This design comes from an exercise in tuning for small area, a short achievable clock period and few clock cycles per item on the open sky130 flow, not from production work. Only simulation tests tie the RTL to the original design; equivalence was not proved. Power figures rest on the tool's default switching activity, not on a simulated workload.

===== design.v =====
module booth_multiplier(
    input         clk,
    input         reset_n,
    input         op_start,
    input         op_clear,
    input  [31:0] multiplier,
    input  [31:0] multiplicand,
    output        op_done,
    output [63:0] result
);
  reg       busy, done;
  reg [2:0] cnt;
  wire      idle = !busy && !done;
  wire      fin  = cnt[2];                        
  wire      last = (cnt == 3'd3);         
  reg  [31:0] m_q;           
  reg  [31:0] lo_q;          
  reg  [31:0] s_q, c_q;      
  reg  [7:0]  rs_q, rc_q;    
  reg         cy_q;          
  reg  [3:0]  one_q, two_q, ng_q;   
  function [11:0] enc;
    input [7:0] b;
    input       bm;
    integer i;
    reg [8:0] x;
    begin
      x = {b, bm};
      for (i = 0; i < 4; i = i + 1) begin
        enc[i]         = x[2*i+1] ^ x[2*i];
        enc[4+i]     = (x[2*i+2] & ~x[2*i+1] & ~x[2*i]) | (~x[2*i+2] & x[2*i+1] & x[2*i]);
        enc[8+i]   = x[2*i+2];
      end
    end
  endfunction
  wire [11:0] enc_next = busy ? enc(lo_q[15:8], lo_q[7]) : enc(multiplier[7:0], 1'b0);
  wire [32:0] mg0 = ({33{one_q[0]}} & {m_q[31], m_q}) | ({33{two_q[0]}} & {m_q, 1'b0});
  wire [32:0] pp0 = mg0 ^ {33{ng_q[0]}};
  wire [32:0] e0 = {~pp0[32], pp0[31:0]};
  wire [32:0] mg1 = ({33{one_q[1]}} & {m_q[31], m_q}) | ({33{two_q[1]}} & {m_q, 1'b0});
  wire [32:0] pp1 = mg1 ^ {33{ng_q[1]}};
  wire [32:0] e1 = {~pp1[32], pp1[31:0]};
  wire [32:0] mg2 = ({33{one_q[2]}} & {m_q[31], m_q}) | ({33{two_q[2]}} & {m_q, 1'b0});
  wire [32:0] pp2 = mg2 ^ {33{ng_q[2]}};
  wire [32:0] e2 = {~pp2[32], pp2[31:0]};
  wire [32:0] mg3 = ({33{one_q[3]}} & {m_q[31], m_q}) | ({33{two_q[3]}} & {m_q, 1'b0});
  wire [32:0] pp3 = mg3 ^ {33{ng_q[3]}};
  wire [32:0] e3 = {~pp3[32], pp3[31:0]};
  wire fs1;
  wire fc2;
  wire hs3;
  wire hc4;
  wire hs5;
  wire hc6;
  wire fs7;
  wire fc8;
  wire fs9;
  wire fc10;
  wire hs11;
  wire hc12;
  wire hs13;
  wire hc14;
  wire fs15;
  wire fc16;
  wire fs17;
  wire fc18;
  wire fs19;
  wire fc20;
  wire fs21;
  wire fc22;
  wire hs23;
  wire hc24;
  wire fs25;
  wire fc26;
  wire hs27;
  wire hc28;
  wire fs29;
  wire fc30;
  wire fs31;
  wire fc32;
  wire fs33;
  wire fc34;
  wire fs35;
  wire fc36;
  wire fs37;
  wire fc38;
  wire fs39;
  wire fc40;
  wire fs41;
  wire fc42;
  wire hs43;
  wire hc44;
  wire hs45;
  wire hc46;
  wire fs47;
  wire fc48;
  wire fs49;
  wire fc50;
  wire fs51;
  wire fc52;
  wire fs53;
  wire fc54;
  wire fs55;
  wire fc56;
  wire fs57;
  wire fc58;
  wire fs59;
  wire fc60;
  wire fs61;
  wire fc62;
  wire fs63;
  wire fc64;
  wire fs65;
  wire fc66;
  wire fs67;
  wire fc68;
  wire fs69;
  wire fc70;
  wire fs71;
  wire fc72;
  wire fs73;
  wire fc74;
  wire hs75;
  wire hc76;
  wire fs77;
  wire fc78;
  wire fs79;
  wire fc80;
  wire fs81;
  wire fc82;
  wire fs83;
  wire fc84;
  wire fs85;
  wire fc86;
  wire fs87;
  wire fc88;
  wire fs89;
  wire fc90;
  wire fs91;
  wire fc92;
  wire fs93;
  wire fc94;
  wire hs95;
  wire hc96;
  wire fs97;
  wire fc98;
  wire fs99;
  wire fc100;
  wire fs101;
  wire fc102;
  wire fs103;
  wire fc104;
  wire fs105;
  wire fc106;
  wire fs107;
  wire fc108;
  wire fs109;
  wire fc110;
  wire fs111;
  wire fc112;
  wire fs113;
  wire fc114;
  wire hs115;
  wire hc116;
  wire fs117;
  wire fc118;
  wire fs119;
  wire fc120;
  wire fs121;
  wire fc122;
  wire fs123;
  wire fc124;
  wire fs125;
  wire fc126;
  wire fs127;
  wire fc128;
  wire fs129;
  wire fc130;
  wire fs131;
  wire fc132;
  wire fs133;
  wire fc134;
  wire hs135;
  wire hc136;
  wire fs137;
  wire fc138;
  wire fs139;
  wire fc140;
  wire fs141;
  wire fc142;
  wire fs143;
  wire fc144;
  wire fs145;
  wire fc146;
  wire fs147;
  wire fc148;
  wire fs149;
  wire fc150;
  wire fs151;
  wire fc152;
  wire fs153;
  wire fc154;
  wire hs155;
  wire hc156;
  wire fs157;
  wire fc158;
  wire fs159;
  wire fc160;
  wire fs161;
  wire fc162;
  wire fs163;
  wire fc164;
  wire fs165;
  wire fc166;
  wire fs167;
  wire fc168;
  wire fs169;
  wire fc170;
  wire fs171;
  wire fc172;
  wire fs173;
  wire fc174;
  wire hs175;
  wire hc176;
  wire fs177;
  wire fc178;
  wire fs179;
  wire fc180;
  wire fs181;
  wire fc182;
  wire fs183;
  wire fc184;
  wire fs185;
  wire fc186;
  wire fs187;
  wire fc188;
  wire fs189;
  wire fc190;
  wire fs191;
  wire fc192;
  wire fs193;
  wire fc194;
  wire hs195;
  wire hc196;
  wire fs197;
  wire fc198;
  wire fs199;
  wire fc200;
  wire fs201;
  wire fc202;
  wire fs203;
  wire fc204;
  wire fs205;
  wire fc206;
  wire fs207;
  wire fc208;
  wire fs209;
  wire fc210;
  wire fs211;
  wire fc212;
  wire fs213;
  wire fc214;
  wire hs215;
  wire hc216;
  wire fs217;
  wire fc218;
  wire fs219;
  wire fc220;
  wire fs221;
  wire fc222;
  wire fs223;
  wire fc224;
  wire fs225;
  wire fc226;
  wire fs227;
  wire fc228;
  wire fs229;
  wire fc230;
  wire fs231;
  wire fc232;
  wire fs233;
  wire fc234;
  wire hs235;
  wire hc236;
  wire fs237;
  wire fc238;
  wire fs239;
  wire fc240;
  wire fs241;
  wire fc242;
  wire fs243;
  wire fc244;
  wire fs245;
  wire fc246;
  wire fs247;
  wire fc248;
  wire fs249;
  wire fc250;
  wire fs251;
  wire fc252;
  wire fs253;
  wire fc254;
  wire hs255;
  wire hc256;
  wire fs257;
  wire fc258;
  wire fs259;
  wire fc260;
  wire fs261;
  wire fc262;
  wire fs263;
  wire fc264;
  wire fs265;
  wire fc266;
  wire fs267;
  wire fc268;
  wire fs269;
  wire fc270;
  wire fs271;
  wire fc272;
  wire fs273;
  wire fc274;
  wire hs275;
  wire hc276;
  wire fs277;
  wire fc278;
  wire fs279;
  wire fc280;
  wire fs281;
  wire fc282;
  wire fs283;
  wire fc284;
  wire fs285;
  wire fc286;
  wire fs287;
  wire fc288;
  wire fs289;
  wire fc290;
  wire fs291;
  wire fc292;
  wire fs293;
  wire fc294;
  wire fs295;
  wire fc296;
  wire hs297;
  wire hc298;
  wire fs299;
  wire fc300;
  wire fs301;
  wire fc302;
  wire fs303;
  wire fc304;
  wire fs305;
  wire fc306;
  wire fs307;
  wire fc308;
  wire fs309;
  wire fc310;
  wire hs311;
  wire hc312;
  wire hs313;
  wire hc314;
  wire fs315;
  wire fc316;
  wire fs317;
  wire fc318;
  wire hs319;
  wire hc320;
  wire hs321;
  wire hc322;
  wire fs323;
  wire fc324;
  mul_fa u_fs1 (.a(c_q[0]), .b(ng_q[0]), .ci(s_q[0]), .s(fs1), .co(fc2));
  mul_ha u_hs3 (.a(c_q[1]), .b(s_q[1]), .s(hs3), .c(hc4));
  mul_ha u_hs5 (.a(hs3), .b(fc2), .s(hs5), .c(hc6));
  mul_fa u_fs7 (.a(c_q[2]), .b(ng_q[1]), .ci(s_q[2]), .s(fs7), .co(fc8));
  mul_fa u_fs9 (.a(hc4), .b(fs7), .ci(e0[2]), .s(fs9), .co(fc10));
  mul_ha u_hs11 (.a(e1[0]), .b(hc6), .s(hs11), .c(hc12));
  mul_ha u_hs13 (.a(c_q[3]), .b(s_q[3]), .s(hs13), .c(hc14));
  mul_fa u_fs15 (.a(hs13), .b(fc8), .ci(e0[3]), .s(fs15), .co(fc16));
  mul_fa u_fs17 (.a(e1[1]), .b(hc12), .ci(fc10), .s(fs17), .co(fc18));
  mul_fa u_fs19 (.a(c_q[4]), .b(ng_q[2]), .ci(s_q[4]), .s(fs19), .co(fc20));
  mul_fa u_fs21 (.a(hc14), .b(fs19), .ci(e0[4]), .s(fs21), .co(fc22));
  mul_ha u_hs23 (.a(e1[2]), .b(e2[0]), .s(hs23), .c(hc24));
  mul_fa u_fs25 (.a(hs23), .b(fc16), .ci(fs21), .s(fs25), .co(fc26));
  mul_ha u_hs27 (.a(c_q[5]), .b(s_q[5]), .s(hs27), .c(hc28));
  mul_fa u_fs29 (.a(hs27), .b(fc20), .ci(e0[5]), .s(fs29), .co(fc30));
  mul_fa u_fs31 (.a(e1[3]), .b(e2[1]), .ci(hc24), .s(fs31), .co(fc32));
  mul_fa u_fs33 (.a(fc22), .b(fs29), .ci(fs31), .s(fs33), .co(fc34));
  mul_fa u_fs35 (.a(c_q[6]), .b(ng_q[3]), .ci(s_q[6]), .s(fs35), .co(fc36));
  mul_fa u_fs37 (.a(hc28), .b(fs35), .ci(e0[6]), .s(fs37), .co(fc38));
  mul_fa u_fs39 (.a(e1[4]), .b(e2[2]), .ci(e3[0]), .s(fs39), .co(fc40));
  mul_fa u_fs41 (.a(fc30), .b(fs37), .ci(fs39), .s(fs41), .co(fc42));
  mul_ha u_hs43 (.a(fc32), .b(fs41), .s(hs43), .c(hc44));
  mul_ha u_hs45 (.a(c_q[7]), .b(s_q[7]), .s(hs45), .c(hc46));
  mul_fa u_fs47 (.a(hs45), .b(fc36), .ci(e0[7]), .s(fs47), .co(fc48));
  mul_fa u_fs49 (.a(e1[5]), .b(e2[3]), .ci(e3[1]), .s(fs49), .co(fc50));
  mul_fa u_fs51 (.a(fc38), .b(fc40), .ci(fs47), .s(fs51), .co(fc52));
  mul_fa u_fs53 (.a(fs49), .b(fc42), .ci(fs51), .s(fs53), .co(fc54));
  mul_fa u_fs55 (.a(c_q[8]), .b(s_q[8]), .ci(hc46), .s(fs55), .co(fc56));
  mul_fa u_fs57 (.a(last), .b(e0[8]), .ci(e1[6]), .s(fs57), .co(fc58));
  mul_fa u_fs59 (.a(e2[4]), .b(e3[2]), .ci(fs55), .s(fs59), .co(fc60));
  mul_fa u_fs61 (.a(fc48), .b(fc50), .ci(fs57), .s(fs61), .co(fc62));
  mul_fa u_fs63 (.a(fs59), .b(fc52), .ci(fs61), .s(fs63), .co(fc64));
  mul_fa u_fs65 (.a(c_q[9]), .b(s_q[9]), .ci(last), .s(fs65), .co(fc66));
  mul_fa u_fs67 (.a(e0[9]), .b(e1[7]), .ci(e2[5]), .s(fs67), .co(fc68));
  mul_fa u_fs69 (.a(e3[3]), .b(fc56), .ci(fs65), .s(fs69), .co(fc70));
  mul_fa u_fs71 (.a(fc58), .b(fs67), .ci(fc60), .s(fs71), .co(fc72));
  mul_fa u_fs73 (.a(fs69), .b(fc62), .ci(fs71), .s(fs73), .co(fc74));
  mul_ha u_hs75 (.a(c_q[10]), .b(s_q[10]), .s(hs75), .c(hc76));
  mul_fa u_fs77 (.a(hs75), .b(e0[10]), .ci(e1[8]), .s(fs77), .co(fc78));
  mul_fa u_fs79 (.a(e2[6]), .b(e3[4]), .ci(fc66), .s(fs79), .co(fc80));
  mul_fa u_fs81 (.a(fc68), .b(fs77), .ci(fc70), .s(fs81), .co(fc82));
  mul_fa u_fs83 (.a(fs79), .b(fc72), .ci(fs81), .s(fs83), .co(fc84));
  mul_fa u_fs85 (.a(c_q[11]), .b(s_q[11]), .ci(hc76), .s(fs85), .co(fc86));
  mul_fa u_fs87 (.a(last), .b(e0[11]), .ci(e1[9]), .s(fs87), .co(fc88));
  mul_fa u_fs89 (.a(e2[7]), .b(e3[5]), .ci(fs85), .s(fs89), .co(fc90));
  mul_fa u_fs91 (.a(fc78), .b(fs87), .ci(fc80), .s(fs91), .co(fc92));
  mul_fa u_fs93 (.a(fs89), .b(fc82), .ci(fs91), .s(fs93), .co(fc94));
  mul_ha u_hs95 (.a(c_q[12]), .b(s_q[12]), .s(hs95), .c(hc96));
  mul_fa u_fs97 (.a(hs95), .b(e0[12]), .ci(e1[10]), .s(fs97), .co(fc98));
  mul_fa u_fs99 (.a(e2[8]), .b(e3[6]), .ci(fc86), .s(fs99), .co(fc100));
  mul_fa u_fs101 (.a(fc88), .b(fs97), .ci(fc90), .s(fs101), .co(fc102));
  mul_fa u_fs103 (.a(fs99), .b(fc92), .ci(fs101), .s(fs103), .co(fc104));
  mul_fa u_fs105 (.a(c_q[13]), .b(s_q[13]), .ci(hc96), .s(fs105), .co(fc106));
  mul_fa u_fs107 (.a(last), .b(e0[13]), .ci(e1[11]), .s(fs107), .co(fc108));
  mul_fa u_fs109 (.a(e2[9]), .b(e3[7]), .ci(fs105), .s(fs109), .co(fc110));
  mul_fa u_fs111 (.a(fc98), .b(fs107), .ci(fc100), .s(fs111), .co(fc112));
  mul_fa u_fs113 (.a(fs109), .b(fc102), .ci(fs111), .s(fs113), .co(fc114));
  mul_ha u_hs115 (.a(c_q[14]), .b(s_q[14]), .s(hs115), .c(hc116));
  mul_fa u_fs117 (.a(hs115), .b(e0[14]), .ci(e1[12]), .s(fs117), .co(fc118));
  mul_fa u_fs119 (.a(e2[10]), .b(e3[8]), .ci(fc106), .s(fs119), .co(fc120));
  mul_fa u_fs121 (.a(fc108), .b(fs117), .ci(fc110), .s(fs121), .co(fc122));
  mul_fa u_fs123 (.a(fs119), .b(fc112), .ci(fs121), .s(fs123), .co(fc124));
  mul_fa u_fs125 (.a(c_q[15]), .b(s_q[15]), .ci(hc116), .s(fs125), .co(fc126));
  mul_fa u_fs127 (.a(last), .b(e0[15]), .ci(e1[13]), .s(fs127), .co(fc128));
  mul_fa u_fs129 (.a(e2[11]), .b(e3[9]), .ci(fs125), .s(fs129), .co(fc130));
  mul_fa u_fs131 (.a(fc118), .b(fs127), .ci(fc120), .s(fs131), .co(fc132));
  mul_fa u_fs133 (.a(fs129), .b(fc122), .ci(fs131), .s(fs133), .co(fc134));
  mul_ha u_hs135 (.a(c_q[16]), .b(s_q[16]), .s(hs135), .c(hc136));
  mul_fa u_fs137 (.a(hs135), .b(e0[16]), .ci(e1[14]), .s(fs137), .co(fc138));
  mul_fa u_fs139 (.a(e2[12]), .b(e3[10]), .ci(fc126), .s(fs139), .co(fc140));
  mul_fa u_fs141 (.a(fc128), .b(fs137), .ci(fc130), .s(fs141), .co(fc142));
  mul_fa u_fs143 (.a(fs139), .b(fc132), .ci(fs141), .s(fs143), .co(fc144));
  mul_fa u_fs145 (.a(c_q[17]), .b(s_q[17]), .ci(hc136), .s(fs145), .co(fc146));
  mul_fa u_fs147 (.a(last), .b(e0[17]), .ci(e1[15]), .s(fs147), .co(fc148));
  mul_fa u_fs149 (.a(e2[13]), .b(e3[11]), .ci(fs145), .s(fs149), .co(fc150));
  mul_fa u_fs151 (.a(fc138), .b(fs147), .ci(fc140), .s(fs151), .co(fc152));
  mul_fa u_fs153 (.a(fs149), .b(fc142), .ci(fs151), .s(fs153), .co(fc154));
  mul_ha u_hs155 (.a(c_q[18]), .b(s_q[18]), .s(hs155), .c(hc156));
  mul_fa u_fs157 (.a(hs155), .b(e0[18]), .ci(e1[16]), .s(fs157), .co(fc158));
  mul_fa u_fs159 (.a(e2[14]), .b(e3[12]), .ci(fc146), .s(fs159), .co(fc160));
  mul_fa u_fs161 (.a(fc148), .b(fs157), .ci(fc150), .s(fs161), .co(fc162));
  mul_fa u_fs163 (.a(fs159), .b(fc152), .ci(fs161), .s(fs163), .co(fc164));
  mul_fa u_fs165 (.a(c_q[19]), .b(s_q[19]), .ci(hc156), .s(fs165), .co(fc166));
  mul_fa u_fs167 (.a(last), .b(e0[19]), .ci(e1[17]), .s(fs167), .co(fc168));
  mul_fa u_fs169 (.a(e2[15]), .b(e3[13]), .ci(fs165), .s(fs169), .co(fc170));
  mul_fa u_fs171 (.a(fc158), .b(fs167), .ci(fc160), .s(fs171), .co(fc172));
  mul_fa u_fs173 (.a(fs169), .b(fc162), .ci(fs171), .s(fs173), .co(fc174));
  mul_ha u_hs175 (.a(c_q[20]), .b(s_q[20]), .s(hs175), .c(hc176));
  mul_fa u_fs177 (.a(hs175), .b(e0[20]), .ci(e1[18]), .s(fs177), .co(fc178));
  mul_fa u_fs179 (.a(e2[16]), .b(e3[14]), .ci(fc166), .s(fs179), .co(fc180));
  mul_fa u_fs181 (.a(fc168), .b(fs177), .ci(fc170), .s(fs181), .co(fc182));
  mul_fa u_fs183 (.a(fs179), .b(fc172), .ci(fs181), .s(fs183), .co(fc184));
  mul_fa u_fs185 (.a(c_q[21]), .b(s_q[21]), .ci(hc176), .s(fs185), .co(fc186));
  mul_fa u_fs187 (.a(last), .b(e0[21]), .ci(e1[19]), .s(fs187), .co(fc188));
  mul_fa u_fs189 (.a(e2[17]), .b(e3[15]), .ci(fs185), .s(fs189), .co(fc190));
  mul_fa u_fs191 (.a(fc178), .b(fs187), .ci(fc180), .s(fs191), .co(fc192));
  mul_fa u_fs193 (.a(fs189), .b(fc182), .ci(fs191), .s(fs193), .co(fc194));
  mul_ha u_hs195 (.a(c_q[22]), .b(s_q[22]), .s(hs195), .c(hc196));
  mul_fa u_fs197 (.a(hs195), .b(e0[22]), .ci(e1[20]), .s(fs197), .co(fc198));
  mul_fa u_fs199 (.a(e2[18]), .b(e3[16]), .ci(fc186), .s(fs199), .co(fc200));
  mul_fa u_fs201 (.a(fc188), .b(fs197), .ci(fc190), .s(fs201), .co(fc202));
  mul_fa u_fs203 (.a(fs199), .b(fc192), .ci(fs201), .s(fs203), .co(fc204));
  mul_fa u_fs205 (.a(c_q[23]), .b(s_q[23]), .ci(hc196), .s(fs205), .co(fc206));
  mul_fa u_fs207 (.a(last), .b(e0[23]), .ci(e1[21]), .s(fs207), .co(fc208));
  mul_fa u_fs209 (.a(e2[19]), .b(e3[17]), .ci(fs205), .s(fs209), .co(fc210));
  mul_fa u_fs211 (.a(fc198), .b(fs207), .ci(fc200), .s(fs211), .co(fc212));
  mul_fa u_fs213 (.a(fs209), .b(fc202), .ci(fs211), .s(fs213), .co(fc214));
  mul_ha u_hs215 (.a(c_q[24]), .b(s_q[24]), .s(hs215), .c(hc216));
  mul_fa u_fs217 (.a(hs215), .b(e0[24]), .ci(e1[22]), .s(fs217), .co(fc218));
  mul_fa u_fs219 (.a(e2[20]), .b(e3[18]), .ci(fc206), .s(fs219), .co(fc220));
  mul_fa u_fs221 (.a(fc208), .b(fs217), .ci(fc210), .s(fs221), .co(fc222));
  mul_fa u_fs223 (.a(fs219), .b(fc212), .ci(fs221), .s(fs223), .co(fc224));
  mul_fa u_fs225 (.a(c_q[25]), .b(s_q[25]), .ci(hc216), .s(fs225), .co(fc226));
  mul_fa u_fs227 (.a(last), .b(e0[25]), .ci(e1[23]), .s(fs227), .co(fc228));
  mul_fa u_fs229 (.a(e2[21]), .b(e3[19]), .ci(fs225), .s(fs229), .co(fc230));
  mul_fa u_fs231 (.a(fc218), .b(fs227), .ci(fc220), .s(fs231), .co(fc232));
  mul_fa u_fs233 (.a(fs229), .b(fc222), .ci(fs231), .s(fs233), .co(fc234));
  mul_ha u_hs235 (.a(c_q[26]), .b(s_q[26]), .s(hs235), .c(hc236));
  mul_fa u_fs237 (.a(hs235), .b(e0[26]), .ci(e1[24]), .s(fs237), .co(fc238));
  mul_fa u_fs239 (.a(e2[22]), .b(e3[20]), .ci(fc226), .s(fs239), .co(fc240));
  mul_fa u_fs241 (.a(fc228), .b(fs237), .ci(fc230), .s(fs241), .co(fc242));
  mul_fa u_fs243 (.a(fs239), .b(fc232), .ci(fs241), .s(fs243), .co(fc244));
  mul_fa u_fs245 (.a(c_q[27]), .b(s_q[27]), .ci(hc236), .s(fs245), .co(fc246));
  mul_fa u_fs247 (.a(last), .b(e0[27]), .ci(e1[25]), .s(fs247), .co(fc248));
  mul_fa u_fs249 (.a(e2[23]), .b(e3[21]), .ci(fs245), .s(fs249), .co(fc250));
  mul_fa u_fs251 (.a(fc238), .b(fs247), .ci(fc240), .s(fs251), .co(fc252));
  mul_fa u_fs253 (.a(fs249), .b(fc242), .ci(fs251), .s(fs253), .co(fc254));
  mul_ha u_hs255 (.a(c_q[28]), .b(s_q[28]), .s(hs255), .c(hc256));
  mul_fa u_fs257 (.a(hs255), .b(e0[28]), .ci(e1[26]), .s(fs257), .co(fc258));
  mul_fa u_fs259 (.a(e2[24]), .b(e3[22]), .ci(fc246), .s(fs259), .co(fc260));
  mul_fa u_fs261 (.a(fc248), .b(fs257), .ci(fc250), .s(fs261), .co(fc262));
  mul_fa u_fs263 (.a(fs259), .b(fc252), .ci(fs261), .s(fs263), .co(fc264));
  mul_fa u_fs265 (.a(c_q[29]), .b(s_q[29]), .ci(hc256), .s(fs265), .co(fc266));
  mul_fa u_fs267 (.a(last), .b(e0[29]), .ci(e1[27]), .s(fs267), .co(fc268));
  mul_fa u_fs269 (.a(e2[25]), .b(e3[23]), .ci(fs265), .s(fs269), .co(fc270));
  mul_fa u_fs271 (.a(fc258), .b(fs267), .ci(fc260), .s(fs271), .co(fc272));
  mul_fa u_fs273 (.a(fs269), .b(fc262), .ci(fs271), .s(fs273), .co(fc274));
  mul_ha u_hs275 (.a(c_q[30]), .b(s_q[30]), .s(hs275), .c(hc276));
  mul_fa u_fs277 (.a(hs275), .b(e0[30]), .ci(e1[28]), .s(fs277), .co(fc278));
  mul_fa u_fs279 (.a(e2[26]), .b(e3[24]), .ci(fc266), .s(fs279), .co(fc280));
  mul_fa u_fs281 (.a(fc268), .b(fs277), .ci(fc270), .s(fs281), .co(fc282));
  mul_fa u_fs283 (.a(fs279), .b(fc272), .ci(fs281), .s(fs283), .co(fc284));
  mul_fa u_fs285 (.a(c_q[31]), .b(s_q[31]), .ci(hc276), .s(fs285), .co(fc286));
  mul_fa u_fs287 (.a(last), .b(e0[31]), .ci(e1[29]), .s(fs287), .co(fc288));
  mul_fa u_fs289 (.a(e2[27]), .b(e3[25]), .ci(fs285), .s(fs289), .co(fc290));
  mul_fa u_fs291 (.a(fc278), .b(fs287), .ci(fc280), .s(fs291), .co(fc292));
  mul_fa u_fs293 (.a(fs289), .b(fc282), .ci(fs291), .s(fs293), .co(fc294));
  mul_fa u_fs295 (.a(e0[32]), .b(e1[30]), .ci(e2[28]), .s(fs295), .co(fc296));
  mul_ha u_hs297 (.a(e3[26]), .b(fc286), .s(hs297), .c(hc298));
  mul_fa u_fs299 (.a(hs297), .b(fc288), .ci(fs295), .s(fs299), .co(fc300));
  mul_fa u_fs301 (.a(fc290), .b(fc292), .ci(fs299), .s(fs301), .co(fc302));
  mul_fa u_fs303 (.a(last), .b(e1[31]), .ci(e2[29]), .s(fs303), .co(fc304));
  mul_fa u_fs305 (.a(e3[27]), .b(hc298), .ci(fc296), .s(fs305), .co(fc306));
  mul_fa u_fs307 (.a(fs303), .b(fs305), .ci(fc300), .s(fs307), .co(fc308));
  mul_fa u_fs309 (.a(e1[32]), .b(e2[30]), .ci(e3[28]), .s(fs309), .co(fc310));
  mul_ha u_hs311 (.a(fc304), .b(fs309), .s(hs311), .c(hc312));
  mul_ha u_hs313 (.a(hs311), .b(fc306), .s(hs313), .c(hc314));
  mul_fa u_fs315 (.a(last), .b(e2[31]), .ci(e3[29]), .s(fs315), .co(fc316));
  mul_fa u_fs317 (.a(fc310), .b(fs315), .ci(hc312), .s(fs317), .co(fc318));
  mul_ha u_hs319 (.a(e2[32]), .b(e3[30]), .s(hs319), .c(hc320));
  mul_ha u_hs321 (.a(hs319), .b(fc316), .s(hs321), .c(hc322));
  mul_fa u_fs323 (.a(last), .b(e3[31]), .ci(hc320), .s(fs323), .co(fc324));
  wire [39:0] sn = {last, e3[32], hc322, fc318, hc314, fc308, fc302, fc294, fc284, fc274, fc264, fc254, fc244, fc234, fc224, fc214, fc204, fc194, fc184, fc174, fc164, fc154, fc144, fc134, fc124, fc114, fc104, fc94, fc84, fc74, fc64, fc54, hc44, fc34, fc26, fc18, fs15, fs9, e0[1], e0[0]};
  wire [39:0] cn = {1'b0, fc324, fs323, hs321, fs317, hs313, fs307, fs301, fs293, fs283, fs273, fs263, fs253, fs243, fs233, fs223, fs213, fs203, fs193, fs183, fs173, fs163, fs153, fs143, fs133, fs123, fs113, fs103, fs93, fs83, fs73, fs63, fs53, hs43, fs33, fs25, fs17, hs11, hs5, fs1};
  wire [39:0] ad_sum;
  wire        ad_cy;                     
  mul_add40 u_ad (.a({s_q, rs_q}), .b({c_q, rc_q}), .ci(cy_q), .s(ad_sum), .ct(ad_cy));
  assign op_done = done;
  assign result  = {s_q[31:0], lo_q};
  always @(posedge clk or negedge reset_n) begin
    if (!reset_n) begin
      busy <= 1'b0;
      done <= 1'b0;
    end else if (op_clear) begin
      busy <= 1'b0;
      done <= 1'b0;
    end else if (idle) begin
      busy <= op_start;
    end else if (busy && fin) begin
      busy <= 1'b0;
      done <= 1'b1;
    end
  end
  always @(posedge clk) begin
    cnt <= busy ? cnt + 3'd1 : 3'd0;
    if (!busy)
      m_q <= multiplicand;
    if (idle)
      lo_q <= multiplier;
    else if (busy)
      lo_q <= {ad_sum[7:0], lo_q[31:8]};
    if (idle)
      s_q  <= 0;
    else if (busy)
      s_q  <= fin ? ad_sum[39:8] : sn[39:8];
    c_q  <= busy ? cn[39:8] : 32'd0;
    rs_q <= busy ? sn[7:0] : 8'd0;
    rc_q <= busy ? cn[7:0] : 8'd0;
    cy_q <= busy & ad_cy;
    {ng_q, two_q, one_q} <= enc_next;
  end
endmodule
module mul_fa(input a, input b, input ci, output s, output co);
  assign s  = a ^ b ^ ci;
  assign co = (a & b) | (ci & (a ^ b));
endmodule
module mul_ha(input a, input b, output s, output c);
  assign s = a ^ b;
  assign c = a & b;
endmodule
module mul_add40(input [39:0] a, input [39:0] b, input ci, output [39:0] s, output ct);
  wire [39:0] p = a ^ b;
  wire [39:0] g0 = a & b;
  wire [39:0] g = {g0[39:1], g0[0] | (p[0] & ci)};
  wire gg1 = g[1] | (p[1] & g[0]);
  wire pq2 = p[1] & p[0];
  wire gg3 = g[3] | (p[3] & g[2]);
  wire pq4 = p[3] & p[2];
  wire gg5 = g[5] | (p[5] & g[4]);
  wire pq6 = p[5] & p[4];
  wire gg7 = g[7] | (p[7] & g[6]);
  wire pq8 = p[7] & p[6];
  wire gg9 = g[9] | (p[9] & g[8]);
  wire pq10 = p[9] & p[8];
  wire gg11 = g[11] | (p[11] & g[10]);
  wire pq12 = p[11] & p[10];
  wire gg13 = g[13] | (p[13] & g[12]);
  wire pq14 = p[13] & p[12];
  wire gg15 = g[15] | (p[15] & g[14]);
  wire pq16 = p[15] & p[14];
  wire gg17 = g[17] | (p[17] & g[16]);
  wire pq18 = p[17] & p[16];
  wire gg19 = g[19] | (p[19] & g[18]);
  wire pq20 = p[19] & p[18];
  wire gg21 = g[21] | (p[21] & g[20]);
  wire pq22 = p[21] & p[20];
  wire gg23 = g[23] | (p[23] & g[22]);
  wire pq24 = p[23] & p[22];
  wire gg25 = g[25] | (p[25] & g[24]);
  wire pq26 = p[25] & p[24];
  wire gg27 = g[27] | (p[27] & g[26]);
  wire pq28 = p[27] & p[26];
  wire gg29 = g[29] | (p[29] & g[28]);
  wire pq30 = p[29] & p[28];
  wire gg31 = g[31] | (p[31] & g[30]);
  wire pq32 = p[31] & p[30];
  wire gg33 = g[33] | (p[33] & g[32]);
  wire pq34 = p[33] & p[32];
  wire gg35 = g[35] | (p[35] & g[34]);
  wire pq36 = p[35] & p[34];
  wire gg37 = g[37] | (p[37] & g[36]);
  wire pq38 = p[37] & p[36];
  wire gg39 = g[39] | (p[39] & g[38]);
  wire pq40 = p[39] & p[38];
  wire gg41 = g[2] | (p[2] & gg1);
  wire pq42 = p[2] & pq2;
  wire gg43 = gg3 | (pq4 & gg1);
  wire pq44 = pq4 & pq2;
  wire gg45 = g[6] | (p[6] & gg5);
  wire pq46 = p[6] & pq6;
  wire gg47 = gg7 | (pq8 & gg5);
  wire pq48 = pq8 & pq6;
  wire gg49 = g[10] | (p[10] & gg9);
  wire pq50 = p[10] & pq10;
  wire gg51 = gg11 | (pq12 & gg9);
  wire pq52 = pq12 & pq10;
  wire gg53 = g[14] | (p[14] & gg13);
  wire pq54 = p[14] & pq14;
  wire gg55 = gg15 | (pq16 & gg13);
  wire pq56 = pq16 & pq14;
  wire gg57 = g[18] | (p[18] & gg17);
  wire pq58 = p[18] & pq18;
  wire gg59 = gg19 | (pq20 & gg17);
  wire pq60 = pq20 & pq18;
  wire gg61 = g[22] | (p[22] & gg21);
  wire pq62 = p[22] & pq22;
  wire gg63 = gg23 | (pq24 & gg21);
  wire pq64 = pq24 & pq22;
  wire gg65 = g[26] | (p[26] & gg25);
  wire pq66 = p[26] & pq26;
  wire gg67 = gg27 | (pq28 & gg25);
  wire pq68 = pq28 & pq26;
  wire gg69 = g[30] | (p[30] & gg29);
  wire pq70 = p[30] & pq30;
  wire gg71 = gg31 | (pq32 & gg29);
  wire pq72 = pq32 & pq30;
  wire gg73 = g[34] | (p[34] & gg33);
  wire pq74 = p[34] & pq34;
  wire gg75 = gg35 | (pq36 & gg33);
  wire pq76 = pq36 & pq34;
  wire gg77 = g[38] | (p[38] & gg37);
  wire pq78 = p[38] & pq38;
  wire gg79 = gg39 | (pq40 & gg37);
  wire pq80 = pq40 & pq38;
  wire gg81 = g[4] | (p[4] & gg43);
  wire pq82 = p[4] & pq44;
  wire gg83 = gg5 | (pq6 & gg43);
  wire pq84 = pq6 & pq44;
  wire gg85 = gg45 | (pq46 & gg43);
  wire pq86 = pq46 & pq44;
  wire gg87 = gg47 | (pq48 & gg43);
  wire pq88 = pq48 & pq44;
  wire gg89 = g[12] | (p[12] & gg51);
  wire pq90 = p[12] & pq52;
  wire gg91 = gg13 | (pq14 & gg51);
  wire pq92 = pq14 & pq52;
  wire gg93 = gg53 | (pq54 & gg51);
  wire pq94 = pq54 & pq52;
  wire gg95 = gg55 | (pq56 & gg51);
  wire pq96 = pq56 & pq52;
  wire gg97 = g[20] | (p[20] & gg59);
  wire pq98 = p[20] & pq60;
  wire gg99 = gg21 | (pq22 & gg59);
  wire pq100 = pq22 & pq60;
  wire gg101 = gg61 | (pq62 & gg59);
  wire pq102 = pq62 & pq60;
  wire gg103 = gg63 | (pq64 & gg59);
  wire pq104 = pq64 & pq60;
  wire gg105 = g[28] | (p[28] & gg67);
  wire pq106 = p[28] & pq68;
  wire gg107 = gg29 | (pq30 & gg67);
  wire pq108 = pq30 & pq68;
  wire gg109 = gg69 | (pq70 & gg67);
  wire pq110 = pq70 & pq68;
  wire gg111 = gg71 | (pq72 & gg67);
  wire pq112 = pq72 & pq68;
  wire gg113 = g[36] | (p[36] & gg75);
  wire pq114 = p[36] & pq76;
  wire gg115 = gg37 | (pq38 & gg75);
  wire pq116 = pq38 & pq76;
  wire gg117 = gg77 | (pq78 & gg75);
  wire pq118 = pq78 & pq76;
  wire gg119 = gg79 | (pq80 & gg75);
  wire pq120 = pq80 & pq76;
  wire gg121 = g[8] | (p[8] & gg87);
  wire pq122 = p[8] & pq88;
  wire gg123 = gg9 | (pq10 & gg87);
  wire pq124 = pq10 & pq88;
  wire gg125 = gg49 | (pq50 & gg87);
  wire pq126 = pq50 & pq88;
  wire gg127 = gg51 | (pq52 & gg87);
  wire pq128 = pq52 & pq88;
  wire gg129 = gg89 | (pq90 & gg87);
  wire pq130 = pq90 & pq88;
  wire gg131 = gg91 | (pq92 & gg87);
  wire pq132 = pq92 & pq88;
  wire gg133 = gg93 | (pq94 & gg87);
  wire pq134 = pq94 & pq88;
  wire gg135 = gg95 | (pq96 & gg87);
  wire pq136 = pq96 & pq88;
  wire gg137 = g[24] | (p[24] & gg103);
  wire pq138 = p[24] & pq104;
  wire gg139 = gg25 | (pq26 & gg103);
  wire pq140 = pq26 & pq104;
  wire gg141 = gg65 | (pq66 & gg103);
  wire pq142 = pq66 & pq104;
  wire gg143 = gg67 | (pq68 & gg103);
  wire pq144 = pq68 & pq104;
  wire gg145 = gg105 | (pq106 & gg103);
  wire pq146 = pq106 & pq104;
  wire gg147 = gg107 | (pq108 & gg103);
  wire pq148 = pq108 & pq104;
  wire gg149 = gg109 | (pq110 & gg103);
  wire pq150 = pq110 & pq104;
  wire gg151 = gg111 | (pq112 & gg103);
  wire pq152 = pq112 & pq104;
  wire gg153 = g[16] | (p[16] & gg135);
  wire pq154 = p[16] & pq136;
  wire gg155 = gg17 | (pq18 & gg135);
  wire pq156 = pq18 & pq136;
  wire gg157 = gg57 | (pq58 & gg135);
  wire pq158 = pq58 & pq136;
  wire gg159 = gg59 | (pq60 & gg135);
  wire pq160 = pq60 & pq136;
  wire gg161 = gg97 | (pq98 & gg135);
  wire pq162 = pq98 & pq136;
  wire gg163 = gg99 | (pq100 & gg135);
  wire pq164 = pq100 & pq136;
  wire gg165 = gg101 | (pq102 & gg135);
  wire pq166 = pq102 & pq136;
  wire gg167 = gg103 | (pq104 & gg135);
  wire pq168 = pq104 & pq136;
  wire gg169 = gg137 | (pq138 & gg135);
  wire pq170 = pq138 & pq136;
  wire gg171 = gg139 | (pq140 & gg135);
  wire pq172 = pq140 & pq136;
  wire gg173 = gg141 | (pq142 & gg135);
  wire pq174 = pq142 & pq136;
  wire gg175 = gg143 | (pq144 & gg135);
  wire pq176 = pq144 & pq136;
  wire gg177 = gg145 | (pq146 & gg135);
  wire pq178 = pq146 & pq136;
  wire gg179 = gg147 | (pq148 & gg135);
  wire pq180 = pq148 & pq136;
  wire gg181 = gg149 | (pq150 & gg135);
  wire pq182 = pq150 & pq136;
  wire gg183 = gg151 | (pq152 & gg135);
  wire pq184 = pq152 & pq136;
  wire gg185 = g[32] | (p[32] & gg183);
  wire pq186 = p[32] & pq184;
  wire gg187 = gg33 | (pq34 & gg183);
  wire pq188 = pq34 & pq184;
  wire gg189 = gg73 | (pq74 & gg183);
  wire pq190 = pq74 & pq184;
  wire gg191 = gg75 | (pq76 & gg183);
  wire pq192 = pq76 & pq184;
  wire gg193 = gg113 | (pq114 & gg183);
  wire pq194 = pq114 & pq184;
  wire gg195 = gg115 | (pq116 & gg183);
  wire pq196 = pq116 & pq184;
  wire gg197 = gg117 | (pq118 & gg183);
  wire pq198 = pq118 & pq184;
  wire gg199 = gg119 | (pq120 & gg183);
  wire pq200 = pq120 & pq184;
  assign s = p ^ {gg197, gg195, gg193, gg191, gg189, gg187, gg185, gg183, gg181, gg179, gg177, gg175, gg173, gg171, gg169, gg167, gg165, gg163, gg161, gg159, gg157, gg155, gg153, gg135, gg133, gg131, gg129, gg127, gg125, gg123, gg121, gg87, gg85, gg83, gg81, gg43, gg41, gg1, g[0], ci};
  assign ct = gg87;
endmodule

===== constraint.sdc =====
create_clock -name core_clock -period 5.0 [get_ports {clk}]
set_input_delay 1.0000 -clock core_clock [delete_from_list [all_inputs] [get_ports {clk}]]
set_output_delay 1.0000 -clock core_clock [all_outputs]
set_load 0.01 [all_outputs]

===== standard.sh =====
#!/bin/bash
# synth_recipe.tcl (not shown) runs the flow's synth.tcl, then flattens the netlist and writes it again
# the make line also repeats each setting of config.mk as NAME=value (left out here)
make -C /OpenROAD-flow-scripts/flow DESIGN_CONFIG=/design/flow/config.mk WORK_HOME=/design/flow/orfs CLKGATE_MAP_FILE= SYNTH_SCRIPT=/design/flow/synth_recipe.tcl "${@:-finish}"

===== config.mk =====
export PLATFORM = sky130hd
export DESIGN_NAME = booth_multiplier
export DESIGN_NICKNAME = booth_multiplier
export VERILOG_FILES = /design/flow/design.v
export SDC_FILE = /design/flow/constraint.sdc
export NUM_CORES = 4
export LEC_CHECK = 0
export CAP_MARGIN = 20
export CORE_MARGIN = 2
export CORE_UTILIZATION = 40
export PLACE_DENSITY = 0.8
export SETUP_SLACK_MARGIN = 2.0
export SLEW_MARGIN = 20
export SYNTH_HIERARCHICAL = 1
export SYNTH_MINIMUM_KEEP_SIZE = 0

===== flow/run.sh =====
#!/bin/bash
# Standard layout, except: plain buf_1 cells as the port buffers, and a
# clock tree of clkbuf_4 cells without dummy loads.
export BUFFER_PORTS_ARGS="-buffer_cell sky130_fd_sc_hd__buf_1"
export CTS_ARGS="-sink_clustering_enable -repair_clock_nets -dont_use_dummy_load -root_buf sky130_fd_sc_hd__clkbuf_16 -buf_list \"sky130_fd_sc_hd__clkbuf_4 sky130_fd_sc_hd__clkbuf_8\""
bash standard.sh > standard.log 2>&1

==> results.yml, run 1 <==
run_status:
  status: "timing/DRC/antenna clean"
pwr:
  power_density_nw_per_um2: 528
  cellLeakagePower_nw: 5.63
  ir_worst_vdd_v: 0.000264
worst_setup_path:
  required_ns: 5.22
  reg2reg_depth: 9
  rr_startpoint: "s_q[9]"
  reg2reg_slack_ns: 1.99
  start_kind: "flip-flop"
  rr_endpoint: "s_q[24]"
  critPathArrivalTime_ns: 3.23
  worstPathMaxFanout: 4
  end_kind: "flip-flop"
  critPathKind: "flip-flop to flip-flop"
synth:
  avgSynthCellArea_um2: 11.7
  syn-instance-count: 1127
  postSynth.asyncResetShare_pct: 1.24
  yosys_warnings: 7
  synth_edf_count: 64
  seq_area_frac_synth_pct: 29.3
  ys_ff_latch: 161
  synth_cell_types: 64
  ys_dominant_reg_cell: "dfxtp_1"
  synth_area_um2: 13200
clock_network:
  clk_pin_slew_ns: 0.07
  clkSinkCount: 161
  cts_max_level: 4
  clockBufferDepth: 2
  cts_hold_buffers: 0
  clock_latency_ns: 0.40
  cts_buffers: 17
  clock-root-buffer: "clkbuf_16"
  cts_tree: "yes"
place:
  io_buffers: 132
  gp_congestion: 0.916
  pre_cts_ws_ns: 1.50
  dp_hpwl_um: 23800
die:
  dieArea_um2: 34500
  fp-row-count: 66
  die_w_um: 186
  ios: 133
  core_um2: 32500
  initial_core_util_pct: 40.6
  dieHeight_um: 186
timing:
  relSlewSlack_pct: 50.3
  layout_min_cycle_time_ns: 3.01
  grt_setup_unrepaired: "true"
  drv_slew: 0
  fmax_mhz: 332
  fin_setup_tns_ns: 0
  hold_viol: 0
  tightest_slew_ns: 0.746
  fin_ws_ns: 1.99
  fin_worst_skew_ns: 0.0465
  setup_violations: 0
  finalHoldWorstSlack_ns: 0.408
  period_share_pct: 60.2
route:
  drt_iter0_markers: 917
  drt-wirelength-per-cell_um: 20.2
  drc: 0
  vias_per_cell: 5.59
  vias: 9242
  drt_first_pass_iters: 5
  drt-total-wl_um: 33400
  ant_nets: 0
final_layout:
  area_growth_pct: 7.68
  nets: 1488
  fin_util_pct: 43.7
  fill_cells: 3016
  drive_gt1_share_pct: 11.8
grt:
  grt_pass1_vias: 9630
  grt-ovfl-total: 0
  grt_pass1_wl_um: 52000
  grt_use_total_pct: 19.8
  antenna_found_initial: 1
  grt_max_degree: 71
min_path:
  hold_path_class: "input port to asynchronous set/reset pin"
flow_run:
  cap_viol_max_count: 0
## worst max-delay path by stage
stage,from,endpoint,slack (ns),depth (start not counted)
floorplan,cnt[2],c_q[2],2.09,8
global placement,one_q[1],s_q[13],1.57,7
CTS,rc_q[0],s_q[7],1.94,14
global route,s_q[9],s_q[24],1.83,9
finish,s_q[9],s_q[24],1.99,9
detailed placement,one_q[0],s_q[25],1.50,8
## registers in the layout, summed over array words and instances (netlist names), 8 cells and up
register  flops
c_q          31
s_q          32
rs_q          8
lo_q         32
m_q          32
rc_q          8
## where the power goes
part / switching [mW] / total (mW) / internal (mW)
clock: 0.447 / 0.769 / 0.322
sequential: 0.465 / 2.14 / 1.68
combinational: 2.38 / 4.60 / 2.22
total: 3.29 / 7.51 / 4.22
## Yosys stat by module (local to each module, per instance)
module / copies in the design / flip-flops and latches
booth_multiplier: 1 / 161
mul_add40: 1 / 0
mul_fa: 138 / 0
mul_ha: 24 / 0
## through the flow
step                      power (mW)  std cells  instance area, um^2
after floorplan                 5.34       1128                13200
after global placement          6.50       1620                13800
after detailed placement        6.70       1620                13800
after CTS                       7.49       1646                14100
after global routing            8.22       1653                14200
final                           7.51       1653                14200
## final cells by class
| type | count | area, um^2 | area share, % |
|---|---|---|---|
| multi-input combinational | 844 | 8650 | 60.8 |
| sequential | 161 | 3920 | 27.6 |
| timing repair buffer | 166 | 762 | 5.36 |
| tap | 442 | 553 | 3.89 |
| clock buffer | 17 | 245 | 1.73 |
| inverter | 22 | 83.8 | 0.590 |
| antenna | 1 | 2.50 | 0.0176 |
## cell usage in the layout, fill, tap and decap left out, types with 4 or more instances in the layout
cell type	n
mux2_2	6
nor3_1	5
dfxtp_2	4
mux2_4	29
dfxtp_1	80
ha_1	62
mux2i_1	31
buf_1	132
fa_1	142
a22oi_1	111
xnor2_1	147
xor2_1	24
nand3_1	33
nor2_1	20
buf_4	31
a21o_1	9
inv_1	17
a22oi_2	13
dfxtp_4	11
and2_1	50
inv_2	4
a21oi_1	25
nand2_1	28
edfxtp_1	64
a31oi_1	5
o21ai_1	13
clkbuf_8	16
o21ai_0	34
## worst max-delay path, cell delays in order, from the launching register on
cell     delay [ns]
dfxtp_1        0.37
ha_1           0.38
a21oi_1        0.08
o21ai_0        0.39
a21oi_2        0.18
o21ai_0        0.57
a21o_4         0.18
fa_2           0.42
mux2i_1        0.18
o21ai_0        0.12
## what timing repair did
| action | CTS | global route |
|---|---|---|
| resized for setup | 16 | 19 |
| gates cloned | 0 | 0 |
| setup endpoints to repair | 61 | 52 |
| pin swaps | 9 | 13 |
| setup buffers | 9 | 6 |
## cells by family (layout without fill, tap and decap cells)
kind of cell    count (synthesis)  after routing  share of synthesized area (%)
xor+xnor                      171            171                           11.3
flops                         161            161                           29.3
buf+inv                       123            205                           5.61
other cells                     1              3                         0.0284
compound gates                241            241                           13.2
fa+ha+maj                     208            208                           28.0
mux                            66             66                           6.16
simple gates                  156            156                           6.35
## cell usage after synthesis (all sizes together), types with 12 or more instances
master  count  area [um^2]
a21o       12         93.8
a21oi      28          144
a22oi     124          996
and2       50          313
buf        90          612
dfxtp      95         1900
edfxtp     64         1920
fa        145         2900
ha         63          788
inv        22         82.6
mux2       35          503
mux2i      31          310
nand2      29          111
nand3      33          165
nor2       21         95.1
o21ai      50          258
xnor2     147         1290
xor2       24          210
## metal layers
layer / up-vias / track usage, % / wire, um
li1: 4098 / - / -
met1: 4610 / 25.1 / 13500
met2: 455 / 32.5 / 16200
met3: 79 / 4.85 / 2630
met4: 0 / 7.78 / 970
met5: - / 0 / 0
Testbench counts, summed over its fixed seeds: cycles 11,192, items 1,600.
==> run 2: changes to the inputs <==
--- a/config.mk
+++ b/config.mk
@@ -8,7 +8,7 @@
 export CAP_MARGIN = 20
 export CORE_MARGIN = 2
 export CORE_UTILIZATION = 40
-export PLACE_DENSITY = 0.8
+export PLACE_DENSITY = 0.95
 export SETUP_SLACK_MARGIN = 2.0
 export SLEW_MARGIN = 20
 export SYNTH_HIERARCHICAL = 1
==> run 2 against run 1 <==
  * Still clean on timing, DRC and antenna
  * Critical path depth increased by 6
  * Setup slack got worse by 0.21 ns
  * Sequential share of layout area decreased by 0.17 points
  * Fmax decreased by 6.6%
  * Clock skew decreased by 0.0020 ns
  * Utilization increased by 0.30 points
  * Final cell count decreased by 0.12%
  * Die area unchanged
  * Clock power about the same
  * Flip-flop and latch count unchanged
  * Total power increased by 5.4%
  * Highest routed layer unchanged
==> results.yml, run 2 <==
run_status:
  status: "timing/DRC/antenna clean"
timing:
  hold_viol: 0
  setup_violations: 0
  tightest_slew_ns: 0.864
  fmax_mhz: 310
  fin_worst_skew_ns: 0.0445
  fin_setup_tns_ns: 0
  drv_slew: 0
  relSlewSlack_pct: 42.4
  layout_min_cycle_time_ns: 3.22
  period_share_pct: 64.4
  grt_setup_unrepaired: "true"
route:
  drt-total-wl_um: 37400
  vias_per_cell: 6.01
  ant_nets: 0
  vias: 9917
  drt-wirelength-per-cell_um: 22.7
  drc: 0
  drt_iter0_markers: 1343
  drt_first_pass_iters: 6
pwr:
  power_density_nw_per_um2: 553
  swShare_pct: 45.2
  ir_worst_vdd_v: 0.000250
  cellLeakagePower_nw: 5.66
  pwr-share-comb_pct: 62.9
  p_clk_share_pct: 9.8
  p_seq_share_pct: 27.3
  p_int_mw: 4.33
  p_total_mw: 7.91
  switchingPower_mw: 3.58
die:
  initial_core_util_pct: 40.6
  fp-row-count: 66
  die_w_um: 186
  dieArea_um2: 34500
  ios: 133
  core_um2: 32500
  dieHeight_um: 186
worst_setup_path:
  required_ns: 5.29
  cp_cell_sequence: "inv_2 -> fa_2 -> inv_2 -> fa_2 -> a21o_1 -> o21ai_2 -> a32o_2 -> buf_6 -> o21bai_1 -> a21o_1 -> a211o_1 -> o41ai_2 -> xnor2_1 -> mux2i_1 -> o21ai_1"
  worstPathMaxFanout: 4
  rr_startpoint: "rc_q[0]"
  reg2reg_depth: 15
  crit_slowest_cell: "fa_2"
  slowest_delay_ns: 0.35
  reg2reg_slack_ns: 1.78
  cpLargestDelayFamily: "compound AO/OA/AOI/OAI gates"
  cp_num_buf_inv: 3
  critPathArrivalTime_ns: 3.51
  start_kind: "flip-flop"
  end_kind: "flip-flop"
  critPathKind: "flip-flop to flip-flop"
  rr_endpoint: "s_q[7]"
clock_network:
  clk_pin_slew_ns: 0.10
  clock-root-buffer: "clkbuf_16"
  cts_max_level: 4
  cts_hold_buffers: 0
  clock_latency_ns: 0.41
  cts_tree: "yes"
  clockBufferDepth: 2
  cts_buffers: 17
  clkSinkCount: 161
synth:
  avgSynthCellArea_um2: 11.7
  synth_edf_count: 64
  synth.top_cell.area_share_pct: 22.0
  synth_largest_area_cell: "fa_1"
  seq_area_frac_synth_pct: 29.3
  ys_ff_latch: 161
  yosys-top-cells-count: "xnor2_1 (147), fa_1 (145), a22oi_1 (111)"
  ys_dominant_reg_cell: "dfxtp_1"
  yosys-top-cells-area: "fa_1 (22%), edfxtp_1 (15%), dfxtp_1 (14%)"
  postSynth.asyncResetShare_pct: 1.24
  synth_cell_types: 64
  yosysMostFrequentCell: "xnor2_1"
  synth_area_um2: 13200
  syn-instance-count: 1127
  yosys_warnings: 7
place:
  gp_congestion: 0.923
  dp_hpwl_um: 25800
  dp.cells: 1615
  io_buffers: 132
  place_area_um2: 13700
final_layout:
  reg.largest.list: "lo_q (32), m_q (32), s_q (32)"
  diodes: 0
  mostFrequentLayoutCell: "xnor2_1"
  final_cell_mix: "xnor2_1 (147), fa_1 (141), buf_1 (132), a22oi_1 (111), dfxtp_1 (78)"
  drive_gt1_share_pct: 12.9
  final_cell_count_no_fill: 1651
  area_growth_pct: 8.41
  nets: 1487
  fin_area_um2: 14300
grt:
  grt_pass1_vias: 10200
  antenna_found_initial: 0
  grt_use_total_pct: 21.3
  grt-ovfl-total: 0
  grt_max_degree: 71
  grt_pass1_wl_um: 56000
flow_run:
  cap_viol_max_count: 0
min_path:
  hold_path_class: "input port to asynchronous set/reset pin"
-- run 2: cell counts after synthesis --
No cell type changed its count.
-- run 2: area by class of cell --
class,instances,area [um^2]
Tap cell,442,553
Timing Repair Buffer,165,795
Sequential cell,161,3920
Clock buffer,17,245
Fill cell,2827,18200
Multi-Input combinational cell,844,8710
Inverter,22,83.8
-- run 2: worst max-delay path by stage --
stage / cells past startpoint / slack (ns) / startpoint / to
floorplan: 8 / 2.09 / cnt[2] / c_q[2]
CTS: 7 / 1.83 / two_q[1] / s_q[1]
global route: 15 / 1.60 / rc_q[0] / s_q[7]
finish: 15 / 1.78 / rc_q[0] / s_q[7]
global placement: 7 / 1.63 / one_q[1] / s_q[13]
detailed placement: 7 / 1.45 / one_q[1] / s_q[1]
-- run 2: Yosys stat by module (local to each module, per instance) --
module / cell area, um^2 / times used / flops+latches / cells inside
mul_add40: 1630 / 1 / 0 / 203
mul_ha: 12.5 / 24 / 0 / 1
mul_fa: 20.0 / 138 / 0 / 1
booth_multiplier: 8510 / 1 / 161 / 762
-- run 2: metrics by stage --
stage | utilization (%) | hold slack [ns] | setup slack (ns)
finish | 44.0 | 0.392 | 1.78
global route | 44.0 | 0.385 | 1.60
CTS | 43.4 | 0.385 | 1.83
detailed placement | 42.2 | 0.413 | 1.45
global placement | 42.2 | 0.400 | 1.63
floorplan | - | 0.390 | 2.09
-- run 2: what timing repair did --
item / in CTS / in global routing
endpoints found under the setup margin: 66 / 55
setup buffers: 7 / 12
gates resized for setup: 24 / 48
pin swaps: 3 / 24
-- run 2: cells by family (layout without fill, tap and decap cells) --
group	count (synthesis)	in the layout	synth area share, %
fa+ha+maj	208	208	28.0
buf+inv	123	204	5.61
compound gates	241	241	13.2
simple gates	156	156	6.35
mux	66	66	6.16
flops	161	161	29.3
xor+xnor	171	171	11.3
other cells	1	2	0.0284
-- run 2: per-layer routing --
metal | part of all wire (%) | global-route usage [%] | vias to the layer above
li1 | - | - | 4081
met1 | 34 | 25.6 | 4817
met2 | 49 | 35.5 | 802
met3 | 11 | 4.77 | 217
met4 | 5.5 | 11.7 | 0
met5 | 0 | 0 | -
-- run 2: power groups by stage --
stage	Combinational [mW]	Clock (mW)	Sequential [mW]
2_1_floorplan	3.39	0	1.95
3_3_place_gp	4.27	0	2.14
3_5_place_dp	4.69	0	2.16
4_1_cts	4.78	0.776	2.14
5_1_grt	5.44	0.828	2.19
6_report	4.98	0.772	2.16
==> run 3: changes to the inputs <==
--- a/config.mk
+++ b/config.mk
@@ -8,7 +8,7 @@
 export CAP_MARGIN = 20
 export CORE_MARGIN = 2
 export CORE_UTILIZATION = 40
-export PLACE_DENSITY = 0.95
+export PLACE_DENSITY = 0.75
 export SETUP_SLACK_MARGIN = 2.0
 export SLEW_MARGIN = 20
 export SYNTH_HIERARCHICAL = 1
==> run 3 against run 2 <==
  * Critical endpoint is now s_q[24]
  * Count of clock-buffer cells in the layout stayed put
  * Clock skew is 0.0088 ns lower
  * Combinational power is 5.8% lower
  * Sequential share of layout area is 0.11 points higher
  * Total power is 4.8% lower
  * Area after synthesis stayed put
  * Critical path depth is 6 lower
  * Final cell count is 0.30% lower
  * Hold slack better by 0.0011 ns
  * Critical path type unchanged
==> results.yml, run 3 <==
final_layout:
  drive_gt1_share_pct: 11.5
  fin_area_um2: 14200
  diodes: 0
  final_cell_count_no_fill: 1646
  nets: 1482
  fill_cells: 3092
  final_cell_mix: "xnor2_1 (147), fa_1 (142), buf_1 (132), a22oi_1 (111), dfxtp_1 (81)"
  area_growth_pct: 7.67
  multi_input_area_um2: 8680
  mostFrequentLayoutCell: "xnor2_1"
  reg.largest.list: "lo_q (32), m_q (32), s_q (32)"
  regArea_um2: 3910
clock_network:
  clockBufferDepth: 2
  cts_max_level: 4
  cts_tree: "yes"
  clkSinkCount: 161
  clk_pin_slew_ns: 0.07
  cts_buffers: 17
  clock_latency_ns: 0.40
  clock-root-buffer: "clkbuf_16"
worst_setup_path:
  end_kind: "flip-flop"
  cpLargestDelayFamily: "compound AO/OA/AOI/OAI gates"
  cpMostUsedCell: "o21ai_0"
  critPathCapture: "s_q[24]"
  rr_startpoint: "s_q[9]"
  path_depth: 9
  reg2reg_slack_ns: 2.06
  worstPathMaxFanout: 4
  slowest_delay_ns: 0.58
  start_kind: "flip-flop"
  required_ns: 5.25
  cp_cell_sequence: "ha_1 -> a21oi_1 -> o21ai_0 -> a21oi_2 -> o21ai_0 -> a21o_2 -> fa_2 -> mux2i_1 -> o21ai_0"
  cp-startpoint: "s_q[9]"
  rr_endpoint: "s_q[24]"
  critPathKind: "flip-flop to flip-flop"
  reg2reg_depth: 9
  crit_slowest_cell: "o21ai_0"
  cp_num_buf_inv: 0
  critPathArrivalTime_ns: 3.19
pwr:
  ir_worst_vdd_v: 0.000228
  power_density_nw_per_um2: 530
  cellLeakagePower_nw: 5.62
timing:
  fmax_mhz: 340
  layout_min_cycle_time_ns: 2.94
  relSlewSlack_pct: 50.3
  period_share_pct: 58.8
  hold_viol: 0
  finalHoldWorstSlack_ns: 0.393
  setup_violations: 0
  tightest_slew_ns: 0.745
  fin_setup_tns_ns: 0
  fin_worst_skew_ns: 0.0357
  drv_slew: 0
  grt_setup_unrepaired: "true"
grt:
  grt_max_degree: 71
  grt_pass1_wl_um: 52000
  grt-ovfl-total: 0
  grt_pass1_vias: 9599
  antenna_found_initial: 0
  grt_use_total_pct: 19.9
synth:
  yosys-top-cells-count: "xnor2_1 (147), fa_1 (145), a22oi_1 (111)"
  ys_ff_latch: 161
  yosysMostFrequentCell: "xnor2_1"
  synth_largest_area_cell: "fa_1"
  synth_cell_types: 64
  yosys_warnings: 7
  avgSynthCellArea_um2: 11.7
  synth_area_um2: 13200
  yosys-top-cells-area: "fa_1 (22%), edfxtp_1 (15%), dfxtp_1 (14%)"
  seq_area_frac_synth_pct: 29.3
  ys_dominant_reg_cell: "dfxtp_1"
  synth.top_cell.area_share_pct: 22.0
  syn-instance-count: 1127
  postSynth.asyncResetShare_pct: 1.24
  synth_edf_count: 64
route:
  drt_first_pass_iters: 5
  drc: 0
  drt-total-wl_um: 33300
  drt_iter0_markers: 787
  ant_nets: 0
  drt-wirelength-per-cell_um: 20.2
  vias: 9068
  vias_per_cell: 5.51
place:
  io_buffers: 132
  gp_congestion: 0.901
  dp_hpwl_um: 24200
  place_area_um2: 13700
  dp.cells: 1616
flow_run:
  cap_viol_max_count: 0
die:
  core_um2: 32500
  ios: 133
  dieHeight_um: 186
  dieArea_um2: 34500
  fp-row-count: 66
  die_w_um: 186
  initial_core_util_pct: 40.6
run_status:
  status: "timing/DRC/antenna clean"
min_path:
  hold_path_class: "input port to asynchronous set/reset pin"
[run 3: cell counts after synthesis]
No cell type changed its count.
[run 3: layout make-up]
class / count / area share (%)
multi-input combinational: 844 / 61.0
sequential: 161 / 27.5
timing repair buffer: 160 / 5.24
tap: 442 / 3.89
clock buffer: 17 / 1.73
inverter: 22 / 0.590
[run 3: how the worst min path moves through the flow]
| stage | from | to | slack, ns | depth (start not counted) |
|---|---|---|---|---|
| CTS | reset_n | done | 0.38 | 1 |
| global route | reset_n | done | 0.37 | 1 |
| global placement | cnt[0] | cnt[0] | 0.40 | 1 |
| finish | reset_n | busy | 0.39 | 1 |
| floorplan | cnt[0] | cnt[0] | 0.39 | 1 |
| detailed placement | cnt[0] | cnt[0] | 0.41 | 1 |
[run 3: cell families (layout without fill, tap and decap cells)]
logic type	Yosys count	after routing	share of synthesized area, %
buf+inv	123	199	5.61
xor+xnor	171	171	11.3
mux	66	66	6.16
flops	161	161	29.3
simple gates	156	156	6.35
compound gates	241	241	13.2
other cells	1	2	0.0284
fa+ha+maj	208	208	28.0
[run 3: metrics by stage]
step / util (%) / setup WS (ns) / power (mW)
final: 43.7 / 2.06 / 7.53
after detailed placement: 42.2 / 1.53 / 6.73
after floorplan: - / 2.09 / 5.34
after CTS: 43.2 / 2.02 / 7.53
after global placement: 42.2 / 1.52 / 6.54
after global routing: 43.7 / 1.91 / 8.28
[run 3: repair_timing]
action,in CTS,in global routing
gates resized for setup,13,33
pin swaps,2,8
setup buffers,5,8
hold buffers,0,0
setup endpoints to repair,62,39
[run 3: modules after synthesis (local to each module, per instance)]
module,flops+latches,cells,area (um^2)
mul_fa,0,1,20.0
mul_add40,0,203,1630
mul_ha,0,1,12.5
booth_multiplier,161,762,8510
[run 3: power breakdown]
group          switching [mW]  internal, mW  total (mW)  leakage [nW]
registers               0.409          1.68        2.09          1.48
clock network           0.432         0.321       0.753         0.127
logic                    2.45          2.24        4.69          4.01
[run 3: routing by layer]
| metal | share of wire (%) | GRT usage (%) | up-vias |
|---|---|---|---|
| li1 | - | - | 4076 |
| met1 | 42 | 25.7 | 4563 |
| met2 | 48 | 32.4 | 354 |
| met3 | 6.3 | 4.38 | 75 |
| met4 | 3.3 | 8.28 | 0 |
| met5 | 0 | 0 | - |
==> run 4: changes to the inputs <==
--- a/config.mk
+++ b/config.mk
@@ -8,6 +8,7 @@
 export CAP_MARGIN = 20
 export CORE_MARGIN = 2
 export CORE_UTILIZATION = 40
+export GPL_TIMING_DRIVEN = 0
 export PLACE_DENSITY = 0.75
 export SETUP_SLACK_MARGIN = 2.0
 export SLEW_MARGIN = 20
==> run 4 against run 3 <==
  * Hold slack better by 0.0026 ns
  * Routed wire length is 2.1% higher
  * Largest power group unchanged
  * Clock skew is 0.0061 ns lower
  * Design area is 3.6% higher
  * Area after synthesis stayed put
  * Flip-flop and latch count stayed put
  * First-iteration DRC count is 3.8% lower
  * Die area stayed put
  * Sequential share of layout area is 1.2 points lower
==> results.yml, run 4 <==
clock_network:
  clock_latency_ns: 0.39
  cts_buffers: 17
  clk_pin_slew_ns: 0.08
  clockBufferDepth: 2
  clkSinkCount: 161
  cts_tree: "yes"
  clock-root-buffer: "clkbuf_16"
  cts_max_level: 4
final_layout:
  final_cell_mix: "xnor2_1 (147), fa_1 (142), buf_1 (134), a22oi_1 (111), dfxtp_1 (92)"
  diodes: 0
  fill_cells: 2998
  multi_input_area_um2: 8690
  mostFrequentLayoutCell: "xnor2_1"
  drive_gt1_share_pct: 15.5
  nets: 1565
  area_growth_pct: 11.5
  reg.largest.list: "lo_q (32), m_q (32), s_q (32)"
  regArea_um2: 3880
synth:
  yosysMostFrequentCell: "xnor2_1"
  synth_largest_area_cell: "fa_1"
  seq_area_frac_synth_pct: 29.3
  synth_edf_count: 64
  ys_ff_latch: 161
  yosys-top-cells-count: "xnor2_1 (147), fa_1 (145), a22oi_1 (111)"
  yosys_warnings: 7
  avgSynthCellArea_um2: 11.7
  yosys-top-cells-area: "fa_1 (22%), edfxtp_1 (15%), dfxtp_1 (14%)"
  synth.top_cell.area_share_pct: 22.0
  syn-instance-count: 1127
  postSynth.asyncResetShare_pct: 1.24
  ys_dominant_reg_cell: "dfxtp_1"
  synth_area_um2: 13200
  synth_cell_types: 64
route:
  route.met2.wl_um: 16200
  vias_per_cell: 5.44
  vias: 9404
  drt-total-wl_um: 34000
  m1WireLength_um: 14400
  drt_iter0_markers: 757
  drc: 0
  ant_nets: 0
  drt_first_pass_iters: 6
  drt-wirelength-per-cell_um: 19.7
  top_layer: "met4"
  wl_met3_um: 2550
flow_run:
  cap_viol_max_count: 0
worst_setup_path:
  crit_slowest_cell: "fa_2"
  cp_cell_sequence: "inv_2 -> fa_2 -> inv_2 -> fa_2 -> a21o_1 -> o21ai_2 -> a32o_2 -> o41ai_4 -> buf_12 -> a31oi_2 -> o21ai_2 -> a21o_1 -> xor2_1 -> mux2i_1 -> o21ai_0"
  critPathArrivalTime_ns: 3.26
  critPathKind: "flip-flop to flip-flop"
  required_ns: 5.30
  worstPathMaxFanout: 7
  start_kind: "flip-flop"
  end_kind: "flip-flop"
  slowest_delay_ns: 0.37
timing:
  layout_min_cycle_time_ns: 2.96
  grt_setup_unrepaired: "true"
  period_share_pct: 59.1
  drv_slew: 0
  fin_setup_tns_ns: 0
  tightest_slew_ns: 1.05
  setup_violations: 0
  fmax_mhz: 338
  finalHoldWorstSlack_ns: 0.396
  fin_worst_skew_ns: 0.0296
  hold_viol: 0
  relSlewSlack_pct: 30.2
die:
  initial_core_util_pct: 40.6
  die_w_um: 186
  core_um2: 32500
  dieArea_um2: 34500
  fp-row-count: 66
  dieHeight_um: 186
  ios: 133
pwr:
  cellLeakagePower_nw: 5.97
  ir_worst_vdd_v: 0.000208
  power_density_nw_per_um2: 518
place:
  dp_hpwl_um: 26500
  io_buffers: 132
  gp_congestion: 0.935
grt:
  grt_max_degree: 42
  grt_pass1_vias: 9714
  grt-ovfl-total: 0
  grt_use_total_pct: 20.4
  antenna_found_initial: 0
  grt_pass1_wl_um: 53300
run_status:
  status: "timing/DRC/antenna clean"
min_path:
  hold_path_class: "input port to asynchronous set/reset pin"
[run 4: logic make-up (layout without fill, tap and decap cells)]
group	after synthesis	in the layout	share of synthesized area [%]
other	1	2	0.0284
adders and majority gates	208	208	28.0
DFF	161	161	29.3
buffers and inverters	123	282	5.61
muxes	66	66	6.16
xor gates and xnor gates	171	171	11.3
and+or+nand+nor	156	156	6.35
AOI/OAI and AO/OA	241	241	13.2
[run 4: report_power, final]
part           leakage, nW  total [mW]  internal (mW)  switching, mW
combinational         4.37        4.93           2.31           2.61
clock                0.127       0.751          0.321          0.430
sequential            1.48        1.94           1.67          0.273
total                 5.97        7.62           4.31           3.32
[run 4: cell type report]
cell class | instances | area share, %
Inverter | 22 | 0.561
Tap cell | 442 | 3.76
Sequential cell | 161 | 26.3
Buffer | 101 | 4.67
Timing Repair Buffer | 142 | 3.99
Multi-Input combinational cell | 844 | 59.0
Clock buffer | 17 | 1.67
[run 4: path summary, 6_finish.rpt]
check | start | endpoint | slack, ns | cells past startpoint
worst max-delay path | rs_q[0] | s_q[15] | 2.04 | 15
worst min-delay path | reset_n | busy | 0.40 | 1
worst max register to register | rs_q[0] | s_q[15] | 2.04 | 15
worst min register to register | cnt[0] | cnt[0] | 0.42 | 1
max in group asynchronous | reset_n | done | 4.48 | 1
min in group core_clock | cnt[0] | cnt[0] | 0.42 | 1
[run 4: worst max-delay path, delay by kind of cell, from the launching register on]
| kind | cells | cell delay [ns] |
|---|---|---|
| AOI/OAI and AO/OA | 8 | 1.43 |
| xor gates and xnor gates | 1 | 0.15 |
| DFF | 1 | 0.33 |
| buffers and inverters | 3 | 0.29 |
| adders and majority gates | 2 | 0.57 |
| muxes | 1 | 0.09 |
[run 4: repair_timing]
action / in CTS / in global routing
hold endpoints to repair: 0 / 0
setup endpoints to repair: 30 / 27
hold buffers: 0 / 0
pin swaps: 1 / 9
buffers inserted: 3 / 7
resized for setup: 4 / 37
[run 4: modules after synthesis (local to each module, per instance)]
module	copies in the design	cell area, um^2	flip-flops and latches
booth_multiplier	1	8510	161
mul_add40	1	1630	0
mul_fa	138	20.0	0
mul_ha	24	12.5	0
[run 4: metrics by stage]
stage	total power, mW	cells	util (%)	setup WS [ns]	area (um^2)
final	7.62	1729	45.2	2.04	14700
after global routing	8.34	1729	45.2	1.89	14700
after CTS	7.60	1722	44.8	1.99	14600
after detailed placement	6.78	1702	43.9	1.46	14300
after global placement	6.68	1702	43.9	1.54	14300
after floorplan	5.34	1128	-	2.09	13200
[run 4: metal layers]
metal / up-vias / GRT usage [%]
met5: - / 0
met4: 0 / 7.78
met3: 59 / 4.09
met2: 378 / 32.7
met1: 4715 / 27.3
li1: 4252 / -

-- afterwards: timing with drivers on the ports --
No port has a modelled driver above. Below, the same layouts with a new extraction and two added sets of constraints.
Step 1 assumes that a clkbuf_16 drives the clock port and a buf_2 every other input.
Step 2, shift: input delay + t, output delay - t, t = (earliest + latest rising clock arrival at the registers) / 2. This alone moves slack from input paths to output paths.
Slacks: ideal ports / drivers / drivers and shift; pairs: ideal ports / drivers.
| run | shift t [ns] | slack for setup (ns) | slew at the worst register clock pin (ns) | worst slew at a driven data input, ns |
|---|---|---|---|---|
| run 1 | 0.433 | 1.991 / 1.991 / 1.991 | 0.12 / 0.12 | 0.08 |
| run 2 | 0.431 | 1.779 / 1.779 / 1.779 | 0.11 / 0.11 | 0.06 |
| run 3 | 0.433 | 2.062 / 2.062 / 2.062 | 0.10 / 0.10 | 0.06 |
| run 4 | 0.423 | 2.043 / 2.043 / 2.043 | 0.09 / 0.09 | 0.07 |
After both steps setup and hold are still met in every run listed.
